What follows belongs to an exercise in optimizing a design on an open flow for small area and a short achievable clock period; a production flow would make more cautious choices. The RTL was checked by simulation tests, not by an equivalence proof against the original design. No activity file was given, so power comes from the tool's default toggle rates.

v57:
==> flow/design.v (excerpt) <==
module multiplier #(parameter N = 32) (
    input logic CLK, EN_mult, EN_blockRead, rst_n,
    input logic [15:0] mult_input0,
    input logic [15:0] mult_input1,
    input logic [N - 1:0] readMem_val,
    output logic RDY_mult, EN_readMem, EN_writeMem, VALID_memVal,
    output logic [N - 1:0] writeMem_val, memVal_data,
    output logic [5:0] writeMem_addr, readMem_addr
    );
Settings: LEC_CHECK=0, CAP_MARGIN=20, CORE_MARGIN=2, CORE_UTILIZATION=65, CTS_CLUSTER_DIAMETER=75, CTS_CLUSTER_SIZE=25, GPL_ROUTABILITY_DRIVEN=0, SETUP_SLACK_MARGIN=1.9, SLEW_MARGIN=20, SYNTH_HIERARCHICAL=1, SYNTH_MINIMUM_KEEP_SIZE=0; clock period 3.6 ns.
run.sh (not shown) runs the stock make flow with config.mk's settings and CLKGATE_MAP_FILE= SYNTH_SCRIPT=/design/flow/synth_recipe.tcl, a recipe that flattens the netlist after the stock synthesis.
v57: full flow OK, the timing, design-rule and antenna checks passed
Changes in v50 relative to v57:
Settings: GPL_ROUTABILITY_DRIVEN no longer set, was 0; CTS_CLUSTER_SIZE now 35, was 25; CTS_CLUSTER_DIAMETER now 70, was 75.
Findings:
[compare] base=v57 new=v50: switching power total picked up an extra 4.9%, fmax lost 0.0061 GHz, share of the core filled with cells picked up an extra 0.67 points, minimum hold slack picked up an extra 4.2 ps. Wire length, v57 and v50: larger value in v50. Of the two candidates, v57 has the better shortest period the worst path allows and v50 the worse one.
Input-level comparison between v55 and v50:
Settings: CTS_CLUSTER_SIZE: 35 -> 30; CTS_CLUSTER_DIAMETER: 70 -> 65.
Results
v55 has clock-buffer cell count above what v50 had.
Wire length ends up higher on v55.
The higher met3 wire length of v50 and v55 is in v55.
v55: portion of total power attributed to combinational logic lower than v50
Global-route usage: v55 vs v50 — no meaningful difference
Delta (v55 minus v50): worst hold path depth now sits at about the same level, clock-cell share of area went up by 0.81 points, count of nets after finishing about even.
Relative to v55, the following input files were edited for v42:
Settings: changing SETUP_SLACK_MARGIN from 1.9 to 1.85; changing CTS_CLUSTER_SIZE from 30 to 25; changing CTS_CLUSTER_DIAMETER from 65 to 75.
Power consumption: v42 and v55 compared, higher one is v55. Of v42 and v55, v55 shows the lower post-route fraction of the period consumed by the critical path, with v42 above it. | number of standard cells in the layout, taps in and fillers out | lower: v42 |. Relative to v55, v42 improves net switching component of the power. As far as clock-pin slew on the worst setup and hold paths is concerned, v55 and v42 perform about the same. The fraction of power consumed by the clock network of v42 is lower than that of v55. v55 has higher clock power than v42. Looking at synthesis-to-layout area growth, v42 sits 3.7 points below v55. Diff v55 -> v42: total instance count after detailed placement was more or less identical, total detailed-routing wirelength went up by 170 um.
diff inputs: v42 => v21
Settings: SETUP_SLACK_MARGIN now 1.8, was 1.85; CTS_CLUSTER_DIAMETER no longer set, was 75; CTS_CLUSTER_SIZE no longer set, was 25.
[summary]
Re number of placement rows: no difference whatsoever between v21 and v42. v21 against v42: fill cell total of the finished layout decreased by about 4% relative to the old numbers, average wire per cell in the routed design increased by 0.95% relative to the old numbers, number of H-tree levels increased by 1 relative to the old numbers, cell area after layout increased by about 4% relative to the old numbers. Route | v21 vs v42 | wire longer in v21. Looking at cell-internal power across v42 and v21, the one that comes out higher is v21. Against v42, v21 comes in 0.67% lower on multi-input combinational cell area. Taking v42 as the reference point, the first-pass GRT wire length of v21 rises by 750 um. Total area of sequential cells delta (v21 -> v42): insignificant.


Another version of the RTL of multiplier (not shown whole).
For scale: about 1,300 cells after synthesis, about 150 I/O pins.
clock: 3.6 ns
lec_check: 0
cap_margin: 20
core_margin: 2
core_utilization: 65
place_density: 0.75
setup_slack_margin: 1.85
slew_margin: 20
synth_hierarchical: 1
synth_minimum_keep_size: 0
The starting point finished clean.
Edit:
==> flow/flow/run.sh (new file) <==
#!/bin/bash
# The standard layout, with OpenROAD's power recovery after global routing
# (downsizes gates on paths that have slack to spare).
bash standard.sh RECOVER_POWER=100 finish > standard.log 2>&1
==> flow/standard.sh (new file) <==
#!/bin/bash
# synth_recipe.tcl (not shown) runs the flow's synth.tcl, then flattens the netlist and writes it again
# the make line also repeats each setting of config.mk as NAME=value (left out here)
make -C /OpenROAD-flow-scripts/flow DESIGN_CONFIG=/design/flow/config.mk WORK_HOME=/design/flow/orfs CLKGATE_MAP_FILE= SYNTH_SCRIPT=/design/flow/synth_recipe.tcl "${@:-finish}"
Settings changed: PLACE_DENSITY 0.75 to unset.
removed: flow/run.sh
Outcome:
- worst hold slack barely changes
- via count fell by 1.2%
- global-route usage decreases by 0.39 points
Edit:
==> flow/run.sh (new file) <==
#!/bin/bash
# synth_recipe.tcl (not shown) runs the flow's synth.tcl, then flattens the netlist and writes it again
# the make line also repeats each setting of config.mk as NAME=value (left out here)
make -C /OpenROAD-flow-scripts/flow DESIGN_CONFIG=/design/flow/config.mk WORK_HOME=/design/flow/orfs CLKGATE_MAP_FILE= SYNTH_SCRIPT=/design/flow/synth_recipe.tcl finish
Settings changed: ABC_AREA set to 1, SETUP_SLACK_MARGIN 1.85 to 1.8.
removed: flow/flow/run.sh
removed: flow/standard.sh
The new run went through all stages and came out clean.
Clock power goes down by about 4%.
Global-route usage goes up by 0.53 points.
Cell count goes up by 35%.
Total power goes up by 3.3%.
Sequential share of layout area goes down by 2.7 points.
Hold slack stays flat.
Core utilization goes up by 0.41 points.
Final area goes up by 7.7%.
First-iteration DRC count goes up by 44%.
Synthesized cell count goes up by 41%.


Starting RTL as in the previous note.
clock: 3.6 ns
lec_check: 0
cap_margin: 20
core_margin: 2
core_utilization: 65
setup_slack_margin: 1.8
slew_margin: 20
synth_hierarchical: 1
synth_minimum_keep_size: 0
tns_end_percent: 30
Stock flow here: none of the scripts above is used.
Edit:
Settings changed: SETUP_SLACK_MARGIN 1.8 to 2.0, TNS_END_PERCENT 30 to not set.
The changed run completed without violations. Core utilization goes up by 4.9 points. Global-route usage goes up by 1.5 points. Worst setup slack improved by 0.11 ns. Final area goes up by 6.7%. Total power goes up by 6.2%. Worst hold slack is about the same. Sequential power goes up by about 2%. Die area does not change. Wire length goes up by 8.1%. Register-to-register slack improved by 0.11 ns. Clock power goes up by about 4%.
Edit:
Settings changed: GPL_TIMING_DRIVEN set to 0, SETUP_SLACK_MARGIN 2.0 to 1.85.
Effect:
- The changed run went through all stages and came out clean
- utilization is higher by 7.1 points
- setup slack loses 0.093 ns
- hold slack is about the same
- synthesized cell count is unchanged


RTL: one of the versions met above, not the one the previous note started from.
Size in the first run: roughly 1200 cells after synthesis.
clock: 3.6 ns
lec_check: 0
cap_margin: 20
core_margin: 2
core_utilization: 55
cts_cluster_diameter: 75
cts_cluster_size: 25
setup_slack_margin: 1.9
slew_margin: 20
synth_hierarchical: 1
synth_minimum_keep_size: 0
The first run went through all stages and came out clean.
Next try:
Settings changed: CORE_UTILIZATION 55 to 65, CTS_CLUSTER_DIAMETER 75 to 100, CTS_CLUSTER_SIZE 25 to 20.
=>
- The new run completed without violations
- final area is lower by a few percent
- global-route usage is higher by 3.1 points
- core utilization increases by 9.3 points
- cell count is lower by a few percent
- total power decreases by a few percent
- die area came out lower by about a fifth
- worst hold slack gets worse by 10 ps
- wire length decreases by a few percent
- sequential cell count does not change
- synthesized area does not change
Next try:
Settings changed: CTS_CLUSTER_DIAMETER 100 to 75, CTS_CLUSTER_SIZE 20 to 25, SETUP_SLACK_MARGIN 1.9 to 1.92.
What happened: Total power came out higher by about 0.64%; cell area rises by 0.31%; area after synthesis is unchanged; die area stays the same; final cell count stays flat; global-route usage goes up by 0.35 points; clock skew decreases by 12 ps; combinational power went up by about 2%; wire length grows by 1.9%; flip-flop and latch count is unchanged.
Next try:
Settings changed: CTS_CLUSTER_DIAMETER 75 to default, CTS_CLUSTER_SIZE 25 to default, SETUP_SLACK_MARGIN 1.92 to 1.9.
Setup slack improves by 16 ps; flip-flop and latch count does not change; die area does not change; clock power increases by 75%.


Starting RTL as in the previous note.
==> flow/design.v (excerpt) <==
module multiplier #(parameter N = 32) (
    input logic CLK, EN_mult, EN_blockRead, rst_n,
    input logic [15:0] mult_input0,
    input logic [15:0] mult_input1,
    input logic [N - 1:0] readMem_val,
    output logic RDY_mult, EN_readMem, EN_writeMem, VALID_memVal,
    output logic [N - 1:0] writeMem_val, memVal_data,
    output logic [5:0] writeMem_addr, readMem_addr
    );
clock: 3.6 ns
lec_check: 0
cap_margin: 20
core_margin: 2
core_utilization: 65
cts_cluster_diameter: 90
cts_cluster_size: 25
setup_slack_margin: 1.9
slew_margin: 20
synth_hierarchical: 1
synth_minimum_keep_size: 0
Change:
CTS_CLUSTER_DIAMETER = default   (was 90)
CTS_CLUSTER_SIZE = default   (was 25)
SETUP_SLACK_MARGIN = 1.93   (was 1.9)
Effect:
- The new run finished clean
- final area increases by 4.2%
- hold slack gets worse by 0.0075 ns
- first-iteration DRC count increases by 18%
- die area does not change
- critical path depth decreases by 4
- clock skew stays flat
- core utilization increases by 3.1 points
- worst setup slack gets better by 0.016 ns
- sequential cell count stays the same
Change:
CTS_CLUSTER_DIAMETER = 75   (was default)
CTS_CLUSTER_SIZE = 25   (was default)
SETUP_SLACK_MARGIN = 1.9   (was 1.93)
Effect: Sequential share of layout area rises by 1.6 points; flip-flop and latch count does not change; utilization falls by 3.1 points; register-to-register slack got worse by 0.02 ns; setup slack improves by 0.0047 ns; final cell count went down by about 2.3%; maximum frequency barely changes; wire length fell by about 4.3%; non-clock buffer count went down by 4; die area is unchanged.
Change:
SETUP_SLACK_MARGIN = 1.87   (was 1.9)
Outcome:
- power rose by 0.55%
- combinational power came out lower by about 2%
- core utilization is lower by 0.93 points
- setup slack loses 0.031 ns
Change:
CTS_CLUSTER_DIAMETER = 60   (was 75)
CTS_CLUSTER_SIZE = default   (was 25)
SETUP_SLACK_MARGIN = 1.9   (was 1.87)
What happened:
- The changed run produced a clean layout
- global-route usage goes down by 0.19 points
- clock power goes up by well over a third
- via count goes up by a few percent
- total power goes up by roughly a tenth
Change:
CTS_CLUSTER_DIAMETER = 75   (was 60)
CTS_CLUSTER_SIZE = 25   (was default)
SETUP_SLACK_MARGIN = 1.97   (was 1.9)
Outcome: Combinational power barely changes; wire length is lower by about 2.2%; power is lower by 10%; setup slack improves by 0.028 ns; final area is lower by about 2%; global-route usage is lower by 0.37 points; sequential share of layout area is higher by 0.75 points; synthesized cell count does not change; fmax is higher by 1.7%; clock-buffer cell count is lower by 25.


== cedar ==
multiplier with an RTL version that a note above also has.
For scale: roughly 150 I/O pins.
==> flow/design.v (excerpt) <==
module multiplier #(parameter N = 32) (
    input logic CLK, EN_mult, EN_blockRead, rst_n,
    input logic [15:0] mult_input0,
    input logic [15:0] mult_input1,
    input logic [N - 1:0] readMem_val,
    output logic RDY_mult, EN_readMem, EN_writeMem, VALID_memVal,
    output logic [N - 1:0] writeMem_val, memVal_data,
    output logic [5:0] writeMem_addr, readMem_addr
    );
Settings: LEC_CHECK=0, CAP_MARGIN=20, CORE_MARGIN=2, CORE_UTILIZATION=75, SETUP_SLACK_MARGIN=1.8, SLEW_MARGIN=20, SYNTH_HIERARCHICAL=1, SYNTH_MINIMUM_KEEP_SIZE=0; clock period 3.6 ns.
cedar went all the way through the flow, and no timing, DRC or antenna check failed.
Modified inputs, yarrow compared to cedar
Settings: CORE_UTILIZATION changed from 75 to 65; SETUP_SLACK_MARGIN changed from 1.8 to 1.9.
==> summary.txt <==
- Relative area change from synthesis to final layout was lower in cedar than in yarrow.
- Status: count of clock tree sinks parity (yarrow, cedar)
- Core utilization ends up lower on yarrow.
- When yarrow is measured against cedar, its overall power after layout turns out 2.7% lower.
- A critical path startpoint of wa[2] is what yarrow shows, while mult_input0[3] belongs to cedar.
- yarrow vs cedar: placed cell area up
- Final period utilization (higher): cedar
- cedar and yarrow ended up with nearly the same cell internal power dissipation.
Relative to yarrow, the following input files were edited for juniper:
Settings: SETUP_SLACK_MARGIN: 1.9 -> 1.8; CTS_CLUSTER_SIZE: unset -> 25.
Results
Net switching power figure: higher on yarrow. Via total after detailed routing, juniper vs yarrow: down slightly. Sort yarrow and juniper by fraction of layout cells with a size suffix above 1, descending, and yarrow comes first. Part of the power in combinational logic (juniper over yarrow): decrease, 1.4 points. Compared with yarrow, maximum frequency in juniper decreased by a few percent. The first-iteration DRC count in juniper is 1.09 times that in yarrow.
For fjord, these inputs were changed with respect to juniper:
Settings: SETUP_SLACK_MARGIN now 1.85, was 1.8; CTS_CLUSTER_SIZE now 32, was 25.
Results
Compared with juniper, fjord ends up with a larger final cell area. Total chip power: fjord vs juniper up 0.00029 W. fjord vs juniper, max-slew headroom at the worst pin went up by 2.9 points. Going from juniper to fjord, area growth from synthesis to final layout now sits higher, post-route met1 wirelength now sits higher, relative area of non-clock buffer cells in the final design now sits higher. Compared with juniper, fjord shows a higher clock network contribution to total cell area. Diff fjord..juniper | number of placed instances with taps included | negligible.


job 2083:
RTL: one of the versions met above, not the one the previous note started from.
For scale: roughly 1200 cells after synthesis, about 150 I/O pins, roughly 0.015 mm² of cells after synthesis.
## multiplier
module multiplier #(parameter N = 32) (
    input logic CLK, EN_mult, EN_blockRead, rst_n,
    input logic [15:0] mult_input0,
    input logic [15:0] mult_input1,
    input logic [N - 1:0] readMem_val,
    output logic RDY_mult, EN_readMem, EN_writeMem, VALID_memVal,
    output logic [N - 1:0] writeMem_val, memVal_data,
    output logic [5:0] writeMem_addr, readMem_addr
    );
export LEC_CHECK = 0
export CAP_MARGIN = 20
export CORE_MARGIN = 2
export CORE_UTILIZATION = 65
export CTS_CLUSTER_DIAMETER = 75
export CTS_CLUSTER_SIZE = 30
export SETUP_SLACK_MARGIN = 1.9
export SLEW_MARGIN = 20
export SYNTH_HIERARCHICAL = 1
export SYNTH_MINIMUM_KEEP_SIZE = 0
create_clock -name core_clock -period 3.6 [get_ports {CLK}]
For job 9340, these inputs were changed with respect to job 2083:
- PLACE_DENSITY_LB_ADDON: unset -> 0.15
- CTS_CLUSTER_SIZE: 30 -> 25
## What came out
Cmp job 9340 vs job 2083: count of plain and timing-repair buffers higher in job 9340. Comparing job 2083 and job 9340, the lower power of the combinational group is on job 2083. From job 2083 to job 9340 the numbers moved as follows: core utilization did not really move, clock transition at the registers of the reported paths did not really move.


## wip/indigo
multiplier with an RTL version that a note above also has.
Size in the first run: about 1300 cells after synthesis, ~150 I/O pins, ~0.015 mm^2 of cells after synthesis.
export LEC_CHECK = 0
export CAP_MARGIN = 20
export CORE_MARGIN = 2
export CORE_UTILIZATION = 65
export CTS_BUF_LIST = sky130_fd_sc_hd__clkbuf_8
export SETUP_SLACK_MARGIN = 1.8
export SLEW_MARGIN = 20
export SYNTH_HIERARCHICAL = 1
export SYNTH_MINIMUM_KEEP_SIZE = 0
create_clock -name core_clock -period 3.6 [get_ports {CLK}]
The inputs of wip/onyx differ from those of wip/indigo as listed below.
Settings: a change of SETUP_SLACK_MARGIN from 1.8 to 1.85; a deleted CTS_BUF_LIST that had been sky130_fd_sc_hd__clkbuf_8.
==> flow/flow/run.sh (new file) <==
#!/bin/bash
# The standard layout, with OpenROAD's power recovery after global routing
# (downsizes gates on paths that have slack to spare).
bash standard.sh RECOVER_POWER=40 finish > standard.log 2>&1
==> flow/standard.sh (new file) <==
#!/bin/bash
# synth_recipe.tcl (not shown) runs the flow's synth.tcl, then flattens the netlist and writes it again
# the make line also repeats each setting of config.mk as NAME=value (left out here)
make -C /OpenROAD-flow-scripts/flow DESIGN_CONFIG=/design/flow/config.mk WORK_HOME=/design/flow/orfs CLKGATE_MAP_FILE= SYNTH_SCRIPT=/design/flow/synth_recipe.tcl "${@:-finish}"
removed: flow/run.sh
[summary]
Relative to wip/indigo, the fraction of power consumed by sequential logic of wip/onyx is lower by 1.4 points.
Compare wip/onyx and wip/indigo | post-route clock period utilization lower: wip/indigo
wip/onyx against wip/indigo: sum of routed wire length over all layers has increased; count of placed standard cells in the final layout, fillers left out lost 2.0%; global-route wire length before repair went up by 2.5%.
diff inputs: wip/onyx => wip/sierra
Settings: a change of SETUP_SLACK_MARGIN from 1.85 to 1.7.
==> flow/run.sh (new file) <==
#!/bin/bash
# synth_recipe.tcl (not shown) runs the flow's synth.tcl, then flattens the netlist and writes it again
# the make line also repeats each setting of config.mk as NAME=value (left out here)
make -C /OpenROAD-flow-scripts/flow DESIGN_CONFIG=/design/flow/config.mk WORK_HOME=/design/flow/orfs CLKGATE_MAP_FILE= SYNTH_SCRIPT=/design/flow/synth_recipe.tcl finish
removed: flow/flow/run.sh
removed: flow/standard.sh
Results
Diff wip/onyx -> wip/sierra: maximum achievable frequency went up by about 19%, aggregate routed wire length +about 1.8%.
Die area came out exactly the same in wip/onyx and wip/sierra.
Relative to wip/onyx, count of clock-buffer cells in the layout has decreased by about 11% in wip/sierra.
wip/sierra: clock share of power lower than wip/onyx
Taking wip/onyx as the reference point, the half-perimeter wire length of the detailed placement result of wip/sierra falls by 0.86%.
Number of clock buffers inserted by TritonCTS: higher on wip/onyx

port drivers added, routing unchanged:
Ports are ideal in the flow. The routed layouts listed here were re-timed in OpenROAD. Step 1 (the two cells are an assumption about what drives the block):
set clk [get_ports {CLK}]
set_driving_cell -lib_cell sky130_fd_sc_hd__clkbuf_16 $clk
set_driving_cell -lib_cell sky130_fd_sc_hd__buf_2 [delete_from_list [all_inputs] $clk]
Step 2, shift: input delay + t, output delay - t, t = (earliest + latest rising clock arrival at the registers) / 2. This alone moves slack from input paths to output paths. a / b / c = no drivers / after step 1 / after step 2; a / b = the first two.
run	t, ns	slack for setup (ns)	slew at the worst register clock pin (ns)	worst data-port slew with drivers (ns)	pins driven straight from the clock port
v57	0.551	1.881 / 1.846 / 1.334	0.10 / 0.10	0.09	1
v50	0.562	1.862 / 1.818 / 1.323	0.12 / 0.12	0.09	1
v55	0.562	1.880 / 1.833 / 1.330	0.10 / 0.10	0.09	1
v42	0.552	1.832 / 1.841 / 1.307	0.10 / 0.10	0.08	1
v21	0.548	1.796 / 1.772 / 1.274	0.06 / 0.06	0.08	1
the first run of note 2	0.593	1.849 / 1.816 / 1.283	0.07 / 0.07	0.07	1
the second run of note 2	0.544	1.192 / 1.192 / 0.843	0.06 / 0.06	0.07	1
the third run of note 2	0.557	1.832 / 1.782 / 1.296	0.07 / 0.07	0.07	1
the first run of note 3	0.592	1.755 / 1.706 / 1.202	0.06 / 0.06	0.08	1
the second run of note 3	0.599	1.864 / 1.812 / 1.332	0.07 / 0.07	0.13	1
the third run of note 3	0.609	1.770 / 1.733 / 1.167	0.08 / 0.08	0.07	1
the first run of note 4	0.552	1.871 / 1.840 / 1.321	0.10 / 0.10	0.07	1
the second run of note 4	0.543	1.866 / 1.862 / 1.326	0.09 / 0.09	0.09	1
the third run of note 4	0.552	1.862 / 1.847 / 1.330	0.10 / 0.10	0.09	1
the fourth run of note 4	0.595	1.878 / 1.829 / 1.311	0.07 / 0.07	0.09	1
the first run of note 5	0.542	1.860 / 1.855 / 1.315	0.10 / 0.10	0.09	1
the second run of note 5	0.595	1.876 / 1.827 / 1.328	0.07 / 0.07	0.09	1
the third run of note 5	0.551	1.881 / 1.846 / 1.334	0.10 / 0.10	0.09	1
the fourth run of note 5	0.551	1.850 / 1.846 / 1.327	0.10 / 0.10	0.08	1
the fifth run of note 5	0.616	1.852 / 1.803 / 1.315	0.07 / 0.07	0.09	1
the sixth run of note 5	0.551	1.880 / 1.846 / 1.334	0.10 / 0.10	0.09	1
cedar	0.598	1.770 / 1.776 / 1.198	0.07 / 0.07	0.08	1
yarrow	0.583	1.881 / 1.836 / 1.313	0.06 / 0.06	0.07	1
juniper	0.607	1.816 / 1.786 / 1.238	0.07 / 0.07	0.07	1
fjord	0.544	1.859 / 1.830 / 1.334	0.06 / 0.06	0.07	1
job 2083	0.552	1.874 / 1.840 / 1.321	0.11 / 0.11	0.09	1
job 9340	0.538	1.857 / 1.860 / 1.322	0.10 / 0.10	0.07	1
wip/indigo	0.601	1.816 / 1.795 / 1.228	0.06 / 0.06	0.07	1
wip/onyx	0.544	1.325 / 1.338 / 0.793	0.06 / 0.06	0.07	1
wip/sierra	0.588	1.686 / 1.700 / 1.125	0.07 / 0.07	0.07	1
After both steps setup and hold are still met in every run listed. For the third run of note 3, which loses most, drivers alone change the setup slack by -0.037 ns; drivers and shift together by -0.603 ns.
